Context: an optimization exercise on an open-source flow, tuned for small area and a short achievable clock period. The choices shown serve that exercise and are no tape-out recipe.
The RTL was checked by simulation tests, not by an equivalence proof against the original design.

## config.mk

```make
export PLATFORM = sky130hd
export DESIGN_NAME = xortally_net
export DESIGN_NICKNAME = xortally_net
export VERILOG_FILES = /design/flow/design.v
export SDC_FILE = /design/flow/constraint.sdc
export NUM_CORES = 4
export LEC_CHECK = 0
export CAP_MARGIN = 20
export CORE_MARGIN = 2
export CORE_UTILIZATION = 40
export SLEW_MARGIN = 20
```

## constraint.sdc

```tcl
create_clock -name core_clock -period 11.0 [get_ports {clk}]
set_input_delay 2.2000 -clock core_clock [delete_from_list [all_inputs] [get_ports {clk}]]
set_output_delay 2.2000 -clock core_clock [all_outputs]
set_load 0.01 [all_outputs]
```

## design.v

```verilog
module matrix(
	input clk,
	input [16:0] in,
	input [16:0] slope,
	output reg [16:0] out
);
reg [15:0] matrix [15:0];
reg [15:0] temp;
wire [15:0] input1;
assign input1 = in[15:0];
wire [15:0] slope_in;
assign slope_in = slope[15:0];
always @ (*) begin
		matrix[0] = {16{1'b0}};
		matrix[1] = {16{1'b0}};
		matrix[2] = {16{1'b0}};
		matrix[3] = {16{1'b0}};
		matrix[4] = {16{1'b0}};
		matrix[5] = {16{1'b0}};
		matrix[6] = {16{1'b0}};
		matrix[7] = {16{1'b0}};
		matrix[8] = {16{1'b0}};
		matrix[9] = {16{1'b0}};
		matrix[10] = {16{1'b0}};
		matrix[11] = {16{1'b0}};
		matrix[12] = {16{1'b0}};
		matrix[13] = {16{1'b0}};
		matrix[14] = {16{1'b0}};
		matrix[15] = {16{1'b0}};
		case(slope_in)
		16'b0000000000000001: begin
			matrix[0] = 16'b1111111111111111;
			end
		16'b0000000000000011: begin
			matrix[1] = 16'b1111111100000000;
			matrix[0] = 16'b0000000011111111;
			end
		16'b0000000000000111: begin
			matrix[2] = 16'b0011111000000000;
			matrix[1] = 16'b0000000111111000;
			matrix[0] = 16'b0000000000000111;
			end
		16'b0000000000001111: begin
			matrix[3] = 16'b0111100000000000;
			matrix[2] = 16'b0000011110000000;
			matrix[1] = 16'b0000000001111000;
			matrix[0] = 16'b0000000000000111;
			end
		16'b0000000000011111: begin
			matrix[4] = 16'b0111000000000000;
			matrix[3] = 16'b0000111000000000;
			matrix[2] = 16'b0000000111100000;
			matrix[1] = 16'b0000000000011100;
			matrix[0] = 16'b0000000000000011;
			end
		16'b0000000000111111: begin
			matrix[5] = 16'b0110000000000000;
			matrix[4] = 16'b0001110000000000;
			matrix[3] = 16'b0000001110000000;
			matrix[2] = 16'b0000000001100000;
			matrix[1] = 16'b0000000000011100;
			matrix[0] = 16'b0000000000000011;
			end
		16'b0000000001111111: begin
			matrix[6] = 16'b0110000000000000;
			matrix[5] = 16'b0001100000000000;
			matrix[4] = 16'b0000011000000000;
			matrix[3] = 16'b0000000111000000;
			matrix[2] = 16'b0000000000110000;
			matrix[1] = 16'b0000000000001100;
			matrix[0] = 16'b0000000000000011;
			end
		16'b0000000011111111: begin  
			matrix[7] = 16'b1100000000000000;
			matrix[6] = 16'b0011000000000000;
			matrix[5] = 16'b0000110000000000;
			matrix[4] = 16'b0000001100000000;
			matrix[3] = 16'b0000000011000000;
			matrix[2] = 16'b0000000000110000;
			matrix[1] = 16'b0000000000001100;
			matrix[0] = 16'b0000000000000011;
			end
		16'b0000000111111111: begin  
			matrix[8] = 16'b1100000000000000;
			matrix[7] = 16'b0011000000000000;
			matrix[6] = 16'b0000110000000000;
			matrix[5] = 16'b0000001000000000;
			matrix[4] = 16'b0000000110000000;
			matrix[3] = 16'b0000000001100000;
			matrix[2] = 16'b0000000000011000;
			matrix[1] = 16'b0000000000000110;
			matrix[0] = 16'b0000000000000001;
			end
		16'b0000001111111111: begin
			matrix[9] = 16'b1100000000000000;
			matrix[8] = 16'b0010000000000000;
			matrix[7] = 16'b0001100000000000;
			matrix[6] = 16'b0000011000000000;
			matrix[5] = 16'b0000000100000000;
			matrix[4] = 16'b0000000011000000;
			matrix[3] = 16'b0000000000100000;
			matrix[2] = 16'b0000000000011000;
			matrix[1] = 16'b0000000000000110;
			matrix[0] = 16'b0000000000000001;
			end
		16'b0000011111111111: begin
			matrix[10] = 16'b1100000000000000;
			matrix[9] = 16'b0010000000000000;
			matrix[8] = 16'b0001100000000000;
			matrix[7] = 16'b0000010000000000;
			matrix[6] = 16'b0000001000000000;
			matrix[5] = 16'b0000000110000000;
			matrix[4] = 16'b0000000001000000;
			matrix[3] = 16'b0000000000110000;
			matrix[2] = 16'b0000000000001000;
			matrix[1] = 16'b0000000000000110;
			matrix[0] = 16'b0000000000000001;
			end
		16'b0000111111111111: begin
			matrix[11] = 16'b1000000000000000;
			matrix[10] = 16'b0110000000000000;
			matrix[9] = 16'b0001000000000000;
			matrix[8] = 16'b0000100000000000;
			matrix[7] = 16'b0000011000000000;
			matrix[6] = 16'b0000000100000000;
			matrix[5] = 16'b0000000010000000;
			matrix[4] = 16'b0000000001100000;
			matrix[3] = 16'b0000000000010000;
			matrix[2] = 16'b0000000000001000;
			matrix[1] = 16'b0000000000000110;
			matrix[0] = 16'b0000000000000001;
			end
		16'b0001111111111111: begin
			matrix[12] = 16'b1000000000000000;
			matrix[11] = 16'b0110000000000000;
			matrix[10] = 16'b0001000000000000;
			matrix[9] = 16'b0000100000000000;
			matrix[8] = 16'b0000010000000000;
			matrix[7] = 16'b0000001000000000;
			matrix[6] = 16'b0000000110000000;
			matrix[5] = 16'b0000000001000000;
			matrix[4] = 16'b0000000000100000;
			matrix[3] = 16'b0000000000010000;
			matrix[2] = 16'b0000000000001100;
			matrix[1] = 16'b0000000000000010;
			matrix[0] = 16'b0000000000000001;
			end
		16'b0011111111111111: begin
			matrix[13] = 16'b1000000000000000;
			matrix[12] = 16'b0100000000000000;
			matrix[11] = 16'b0010000000000000;
			matrix[10] = 16'b0001100000000000;
			matrix[9] = 16'b0000010000000000;
			matrix[8] = 16'b0000001000000000;
			matrix[7] = 16'b0000000100000000;
			matrix[6] = 16'b0000000010000000;
			matrix[5] = 16'b0000000001000000;
			matrix[4] = 16'b0000000000100000;
			matrix[3] = 16'b0000000000011000;
			matrix[2] = 16'b0000000000000100;
			matrix[1] = 16'b0000000000000010;
			matrix[0] = 16'b0000000000000001;
			end
		16'b0111111111111111: begin
			matrix[14] = 16'b1000000000000000;
			matrix[13] = 16'b0100000000000000;
			matrix[12] = 16'b0010000000000000;
			matrix[11] = 16'b0001000000000000;
			matrix[10] = 16'b0000100000000000;
			matrix[9] = 16'b0000010000000000;
			matrix[8] = 16'b0000001000000000;
			matrix[7] = 16'b0000000110000000;
			matrix[6] = 16'b0000000001000000;
			matrix[5] = 16'b0000000000100000;
			matrix[4] = 16'b0000000000010000;
			matrix[3] = 16'b0000000000001000;
			matrix[2] = 16'b0000000000000100;
			matrix[1] = 16'b0000000000000010;
			matrix[0] = 16'b0000000000000001;
			end
		16'b1111111111111111: begin
			matrix[15] = 16'b1000000000000000;
			matrix[14] = 16'b0100000000000000;
			matrix[13] = 16'b0010000000000000;
			matrix[12] = 16'b0001000000000000;
			matrix[11] = 16'b0000100000000000;
			matrix[10] = 16'b0000010000000000;
			matrix[9] = 16'b0000001000000000;
			matrix[8] = 16'b0000000100000000;
			matrix[7] = 16'b0000000010000000;
			matrix[6] = 16'b0000000001000000;
			matrix[5] = 16'b0000000000100000;
			matrix[4] = 16'b0000000000010000;
			matrix[3] = 16'b0000000000001000;
			matrix[2] = 16'b0000000000000100;
			matrix[1] = 16'b0000000000000010;
			matrix[0] = 16'b0000000000000001;
		end
	endcase
end
always @ (*) begin
		temp[0] = |(input1 & matrix[0]);
		temp[1] = |(input1 & matrix[1]);
		temp[2] = |(input1 & matrix[2]);
		temp[3] = |(input1 & matrix[3]);
		temp[4] = |(input1 & matrix[4]);
		temp[5] = |(input1 & matrix[5]);
		temp[6] = |(input1 & matrix[6]);
		temp[7] = |(input1 & matrix[7]);
		temp[8] = |(input1 & matrix[8]);
		temp[9] = |(input1 & matrix[9]);
		temp[10] = |(input1 & matrix[10]);
		temp[11] = |(input1 & matrix[11]);
		temp[12] = |(input1 & matrix[12]);
		temp[13] = |(input1 & matrix[13]);
		temp[14] = |(input1 & matrix[14]);
		temp[15] = |(input1 & matrix[15]);
end
always @ (posedge clk) begin
		out[15:0] <= temp;
		out[16] <= in[16] ^ slope[16];
end
endmodule
module add(
	input clk,
	input rst,
	input [16:0] in,
	input [32:0] total,
	output reg [32:0] out
);
integer in_count;
integer total_count;
localparam [15:0] ones = 16'b1111111111111111;
reg [15:0] temp;
reg [16:0] pad;
reg [16:0] sum;
reg [32:0] res;
always @ (posedge clk) begin
	res = out;
	if(rst) begin
		res = {33{1'b0}};
	end else begin
	in_count = in[0] + in[1] + in[2] + in[3] + in[4] + in[5] + in[6] + in[7] + in[8] + in[9] + in[10] + in[11] + in[12] + in[13] + in[14] + in[15];
	total_count = total[0] + total[1] + total[2] + total[3] + total[4] + total[5] + total[6] + total[7] + total[8] + total[9] + total[10] + total[11] +
		total[12] + total[13] + total[14] + total[15] + total[16] + total[17] + total[18] + total[19] + total[20] + total[21] + total[22] +
		total[23] + total[24] + total[25] + total[26] + total[27] + total[28] + total[29] + total[30] + total[31];
	if(in[16] == 1'b1 && total[32] == 1'b0) begin
		if(in_count > total_count) begin
			if(total_count - (in_count - total_count) > 0) begin
				res = total >> (total_count - (in_count - total_count));
				res[32] = 1'b1;
			end
			if(total_count - (in_count - total_count) < 0) begin
				res = total << -(total_count - (in_count - total_count));
				temp = ones >> (16-(-(total_count - (in_count - total_count))));
				res = res | temp;
				res[32] = 1'b1;
			end
		end
		if(in_count <= total_count) begin
			res = total >> in_count;
			res[32] = 1'b0;
		end
	end
	if(in[16] == 1'b0 && total[32] == 1'b1) begin
		if(in_count > total_count) begin
			if(total_count - (in_count - total_count) >= 0) begin
				res = total >> (total_count - (in_count - total_count));
				res[32] = 1'b0;
			end
			if(total_count - (in_count - total_count) < 0) begin
				res = total << -(total_count - (in_count - total_count));
				temp = ones >> (16-(-(total_count - (in_count - total_count))));
				res = res | temp;
				res[32] = 1'b0;
			end
		end
		if(total_count > in_count) begin
			res[32] = 1'b0;
			res = total >> in_count;
			res[32] = 1'b1;
		end
	end
	if(in[16] == 1'b1 && total[32] == 1'b1) begin
		res = total << in_count;
		res = res | in;
		res[32] = 1'b1;
	end
	if(in[16] == 1'b0 && total[32] == 1'b0) begin
		res = total << in_count;
		res = res | in;
		res[32] = 1'b0;
	end
	end
	out <= res;
end
endmodule
module squish(
	input [32:0] in,
	output reg [16:0] out
);
integer total;
reg [31:0] matrix [31:0];
localparam integer shift = 2;
localparam [31:0] slope = 32'b00000000000000000000000000000011;
always @ (*) begin 
	matrix[0] = slope;
	matrix[1] = matrix[0] << shift;
	matrix[2] = matrix[1] << shift;
	matrix[3] = matrix[2] << shift;
	matrix[4] = matrix[3] << shift;
	matrix[5] = matrix[4] << shift;
	matrix[6] = matrix[5] << shift;
	matrix[7] = matrix[6] << shift;
	matrix[8] = matrix[7] << shift;
	matrix[9] = matrix[8] << shift;
	matrix[10] = matrix[9] << shift;
	matrix[11] = matrix[10] << shift;
	matrix[12] = matrix[11] << shift;
	matrix[13] = matrix[12] << shift;
	matrix[14] = matrix[13] << shift;
	matrix[15] = matrix[14] << shift;
	total = in[0] + in[1] + in[2] + in[3] + in[4] + in[5] + in[6] + in[7] + in[8] + in[9] + in[10] + in[11] + in[12] + in[13] + in[14] + in[15]
	+ in[16] + in[17] + in[18] + in[19] + in[20] + in[21] + in[22] + in[23] + in[24] + in[25] + in[26] + in[27] + in[28] + in[29] + in[30] + in[31];
	if(total <= 16) begin
		out[15:0] = in[15:0];
		out[16] = in[32];
	end else begin
		out[0] = |(in & matrix[0]);
		out[1] = |(in & matrix[1]);
		out[2] = |(in & matrix[2]);
		out[3] = |(in & matrix[3]);
		out[4] = |(in & matrix[4]);
		out[5] = |(in & matrix[5]);
		out[6] = |(in & matrix[6]);
		out[7] = |(in & matrix[7]);
		out[8] = |(in & matrix[8]);
		out[9] = |(in & matrix[9]);
		out[10] = |(in & matrix[10]);
		out[11] = |(in & matrix[11]);
		out[12] = |(in & matrix[12]);
		out[13] = |(in & matrix[13]);
		out[14] = |(in & matrix[14]);
		out[15] = |(in & matrix[15]);
		out[16] = in[32];
	end
end
endmodule
module sigmoid(
	input [16:0] in,
	output reg [16:0] out
);
integer total;
always @ (*) begin
	case (in)
		17'b01111111111111111: out = 17'b01111111111111111;  
		17'b00111111111111111: out = 17'b01111111111111111;  
		17'b00011111111111111: out = 17'b01111111111111111;  
		17'b00001111111111111: out = 17'b01111111111111111;  
		17'b00000111111111111: out = 17'b01111111111111111;  
		17'b00000011111111111: out = 17'b01111111111111111;  
		17'b00000001111111111: out = 17'b01111111111111111;  
		17'b00000000111111111: out = 17'b01111111111111111;  
		17'b00000000011111111: out = 17'b01111111111111111;  
		17'b00000000001111111: out = 17'b01111111111111111;  
		17'b00000000000111111: out = 17'b01111111111111111;  
		17'b00000000000011111: out = 17'b01111111111111111;  
		17'b00000000000001111: out = 17'b01111111111111111;  
		17'b00000000000000111: out = 17'b00111111111111111;  
		17'b00000000000000011: out = 17'b00011111111111111;  
		17'b00000000000000001: out = 17'b00000111111111111;  
		17'b00000000000000000: out = 17'b00000000011111111;  
		17'b10000000000000001: out = 17'b00000000000001111;  
		17'b10000000000000011: out = 17'b00000000000000011;  
		17'b10000000000000111: out = 17'b00000000000000001;  
		17'b10000000000001111: out = 17'b00000000000000000;  
		17'b10000000000011111: out = 17'b00000000000000000;  
		17'b10000000000111111: out = 17'b00000000000000000;  
		17'b10000000001111111: out = 17'b00000000000000000;  
		17'b10000000011111111: out = 17'b00000000000000000;  
		17'b10000000111111111: out = 17'b00000000000000000;  
		17'b10000001111111111: out = 17'b00000000000000000;  
		17'b10000011111111111: out = 17'b00000000000000000;  
		17'b10000111111111111: out = 17'b00000000000000000;  
		17'b10001111111111111: out = 17'b00000000000000000;  
		17'b10011111111111111: out = 17'b00000000000000000;  
		17'b10111111111111111: out = 17'b00000000000000000;  
		17'b11111111111111111: out = 17'b00000000000000000;  
		default: out = 17'b00000000000000000;
	endcase
end
endmodule
module xortally_net(
	input clk,
	input rst,
	input [16:0] x1,
	input [16:0] x2,
	input [16:0] w1,
	input [16:0] w2,
	input [16:0] w3,
	input [16:0] w4,
	input [16:0] w5,
	input [16:0] w6,
	input [16:0] b1,
	input [16:0] b2,
	input [16:0] b3,
	output [16:0] h1,
	output [16:0] h2,
	output [16:0] y
);
wire [32:0] total1 = {33{1'b0}};
wire [32:0] total2 = {33{1'b0}};
wire [32:0] total3 = {33{1'b0}};
wire [16:0] m1_to_a1;
matrix m1(.clk(clk), .in(x1), .slope(w1), .out(m1_to_a1));
wire [32:0] total_a1;
add a1(.clk(clk), .rst(rst), .in(m1_to_a1), .total(total1), .out(total_a1));
wire [16:0] m2_to_a2;
matrix m2(.clk(clk), .in(x2), .slope(w2), .out(m2_to_a2));
wire [32:0] total_a2;
add a2(.clk(clk), .rst(rst), .in(m2_to_a2), .total(total_a1), .out(total_a2));
wire [32:0] total_a3;
add a3(.clk(clk), .rst(rst), .in(b1), .total(total_a2), .out(total_a3));
wire [16:0] sq1_to_sig1;
squish sq1(.in(total_a3), .out(sq1_to_sig1));
sigmoid sig1(.in(sq1_to_sig1), .out(h1));
wire [16:0] m3_to_a4;
matrix m3(.clk(clk), .in(x1), .slope(w3), .out(m3_to_a4));
wire [32:0] total_a4;
add a4(.clk(clk), .rst(rst), .in(m3_to_a4), .total(total2), .out(total_a4));
wire [16:0] m4_to_a5;
matrix m4(.clk(clk), .in(x2), .slope(w4), .out(m4_to_a5));
wire [32:0] total_a5;
add a5(.clk(clk), .rst(rst), .in(m4_to_a5), .total(total_a4), .out(total_a5));
wire [32:0] total_a6;
add a6(.clk(clk), .rst(rst), .in(b2), .total(total_a5), .out(total_a6));
wire [16:0] sq2_to_sig2;
squish sq2(.in(total_a6), .out(sq2_to_sig2));
sigmoid sig2(.in(sq2_to_sig2), .out(h2));
wire [16:0] m5_to_a7;
matrix m5(.clk(clk), .in(h1), .slope(w5), .out(m5_to_a7));
wire [32:0] total_a7;
add a7(.clk(clk), .rst(rst), .in(m5_to_a7), .total(total3), .out(total_a7));
wire [16:0] m6_to_a8;
matrix m6(.clk(clk), .in(h2), .slope(w6), .out(m6_to_a8));
wire [32:0] total_a8;
add a8(.clk(clk), .rst(rst), .in(m6_to_a8), .total(total_a7), .out(total_a8));
wire [32:0] total_a9;
add a9(.clk(clk), .rst(rst), .in(b3), .total(total_a8), .out(total_a9));
wire [16:0] sq3_to_sig3;
squish sq3(.in(total_a9), .out(sq3_to_sig3));
sigmoid sig3(.in(sq3_to_sig3), .out(y));
endmodule
```

## run.sh

```bash
#!/bin/bash
# synth_recipe.tcl (not shown) runs the flow's synth.tcl, then flattens the netlist and writes it again
# the make line also repeats each setting of config.mk as NAME=value (left out here)
make -C /OpenROAD-flow-scripts/flow DESIGN_CONFIG=/design/flow/config.mk WORK_HOME=/design/flow/orfs CLKGATE_MAP_FILE= SYNTH_SCRIPT=/design/flow/synth_recipe.tcl finish
```

==> run summary <==
Worst path arrival time: 8.51 ns
Critical Path RT: 8.80 ns
Startpoint type of the worst setup path: flop
Die height: 431 um
Main combinational cell family by area after synthesis: compound AO/OA/AOI/OAI gates
Post-synthesis sequential area ratio: 9.62%
Post-synth top area share: 9.62%
Synth Instances: 10,928
CTS max path bufs: 3
Setup Skew: 0.0399 ns
Vias: 91,225
Total Nets Final: 11,414
Num CTS Buffers: 51
Std-Cell Core Area: 0.181 sq mm
Place WS: 0.496 ns
Total die area: 0.186 sq mm
Placed Cells: 13,057
Congestion Overflow GR: 0
Routed WL: 424 mm
Worst setup margin: 0.290 ns
Io pins: 240
Worst-margin pin slew: 1.20 ns
Hold slack: 0.464 ns
Crit-path max FO: 10
R2R cell count: 28
Outcome: no timing/DRC/antenna violations
First-pass GRT wire length: 611 mm
Synth Area in Compound Gates: 33.2%
Critical path class: reg -> out
Routed wl met3: 39.4 mm
Cell area after synthesis: 0.0731 sq mm
Hold buffer count at cts: 0
Commonest non-fill, non-tap cell in the layout: nand2_1
Antenna violation net count after detailed routing: 0
Worst-path clk slew: 0.07 ns
Starting Density: 40.3%
Mean Syn Cell Area: 6.69 sq um
Synth area leaders: dfxtp_1 9.6%, nand2_1 7.4%, fa_1 7.2%
Skew-Pair Late Insertion Delay: 0.72 ns
Initial antenna violation count: 32
Max-Cap Viols: 0
Max_slew headroom: 19.5%
Hold Crit Depth: 2
Ys Warns: 6
Mux contribution to synthesized area: 11.0%
Site Rows: 156
Cell taking the most area after synthesis: dfxtp_1
IO Port Bufs: 236
Util after Layout: 44.3%
Met2 wire length: 187 mm
Fraction of registers with async set/reset: 0%
Final Wtd Congestion: 1.10
CTS tree: built
Met1 wire length: 155 mm
Post-synthesis adder-cell area fraction: 10.9%
Slew Limit Fails: 0
Final cell count without fillers: 13,184
DRC Markers: 0
H-tree depth: 2
Iter 0 DRT Violations: 13,058
Clock root buffer: clkbuf_16
Synth Area in XOR/XNOR: 2.43%
Post-synth EDFFs: 0
Endpoints failing setup: 0
Final-report hold violation count: 0
Min Tclk post-route: 10.71 ns
Initial DRT Pass Iterations: 7
Area grow syn2layout: 9.89%
Detailed-placement wirelength estimate: 330 mm
Gr usage total: 43.9%
Layout cells sized above 1: 8.79%
Vias in the first global route: 86,005
Seq cells post-synth: 351
Commonest non-fill, non-tap cells in the layout: 1,445 x nand2_1, 1,139 x nor2_1, 979 x a21oi_1
Synth cell types: 132
Ys flop type: dfxtp_1
Wire per inst: 32.2 um
Worst min path class: reg -> reg
Top Metal Used: met5
Die Width: 431 um
CP endpoint kind: primary output
Number of clock sinks: 351
Simple-Gate Fraction of Synth Area: 24.5%
Highest Clock Rate: 0.0934 GHz
Via-per-instance ratio: 6.92
Pin count of the biggest net entering global routing: 68
Final Cycle Share: 97.4%
## metal layers
layer / global-route usage, % / vias to the layer above
met4: 36.4 / 8
li1: - / 39656
met5: 0 / -
met3: 7.68 / 1641
met1: 52.1 / 43583
met2: 69.2 / 6337
## metrics by stage
stage	setup TNS (ns)	instance area (sq um)
after floorplan	0	73100
after global placement	0	78200
after detailed placement	0	78200
after CTS	0	80100
after global routing	-0.00487	80300
final	0	80300
## flip-flops by register name, summed over array words and instances, names as in the netlist, 33 cells and up
| name | cells |
|---|---|
| a2.out | 33 |
| a3.out | 33 |
| a5.out | 33 |
| a6.out | 33 |
| a8.out | 33 |
| a9.out | 33 |
## area by class of cell
type,instances,area [sq um]
Fill cell,18930,101000
Antenna cell,27,67.6
Tap cell,2370,2970
Sequential cell,351,7030
Multi-Input combinational cell,9028,60600
Clock buffer,64,1380
Inverter,701,2640
Timing Repair Buffer,615,5220
Clock inverter,28,398
## cells in the mapped netlist (51+ instances only)
library cell	number
o211ai_1	181
ha_1	213
nor4_1	93
o31ai_1	74
nor3_1	305
mux2i_1	420
mux4_2	103
buf_2	67
nor2_1	1143
buf_1	121
xnor2_1	93
nor2b_1	82
dfxtp_1	351
a211oi_1	273
and3_1	124
o22ai_1	132
clkbuf_1	630
o21ai_0	898
a21o_1	53
fa_1	264
nand3_1	326
mux2_2	132
a21oi_1	984
a32oi_1	51
o221ai_1	54
a221oi_1	82
nand2_1	1445
inv_1	683
a22oi_1	63
o21a_1	82
or3_1	70
nand2b_1	76
a31oi_1	186
nand4_1	85
and2_1	90
## final timing paths
path | startpoint | endpoint | slack, ns
max | a3.out[1] | h1[0] | 0.29
max reg2reg | a7.out[0] | a8.out[7] | 1.40
min | m5.out[8] | a7.out[8] | 0.46
min reg2reg | m5.out[8] | a7.out[8] | 0.46
## kinds of logic after synthesis
logic type,Yosys count
multiplexers,658
AO/OA/AOI/OAI,3740
XOR/XNOR,158
buffers and inverters,1551
other,1
flip-flops,351
adder cells (fa/ha/maj),480
AND/OR/NAND/NOR,3989
## critical path, stage by stage, from the launching register on
cell	delay, ns
dfxtp_2	0.38
inv_1	0.09
ha_1	0.28
inv_1	0.04
fa_1	0.49
inv_1	0.07
fa_1	0.49
fa_1	0.54
fa_1	0.44
fa_1	0.51
inv_1	0.05
fa_1	0.44
fa_1	0.39
inv_1	0.08
fa_1	0.39
nand3b_1	0.19
o32a_1	0.31
a211oi_1	0.22
a211o_1	0.25
mux2_2	0.41
and3_2	0.33
a21oi_2	0.13
buf_4	0.19
clkinvlp_4	0.18
a41oi_4	0.27
nand2_1	0.11
clkdlybuf4s50_1	0.49
## repair_timing
action | 4_1_cts | 5_1_grt
hold endpoints to repair | 0 | 0
setup endpoints to repair | 7 | 42
pin swaps | 0 | 3
resized for setup | 9 | 20
setup buffers | 1 | 5

re-timing with driven ports:
In the flow no input, the clock included, has a driving cell. The finished layout below was timed again as built, in two steps. Step 1 assumes that a clkbuf_16 drives the clock port and a buf_2 every other input. Step 2 times the ports against the registers' clock, not the clock port: input delays grow and output delays shrink by t, the midpoint of the rising clock arrivals with the driver on. a / b / c = ideal ports / drivers / drivers and shift; a / b = the first two.
shift t [ns]: 0.810
setup WS [ns]: 0.290 / 0.189 / 0.213
worst slew at a driven data input, ns: 0.23
cell pins on the clock port's net: 1
After both steps this run still meets setup and hold. The setup slack of this run moves by -0.101 ns with the drivers and by -0.077 ns with both steps.
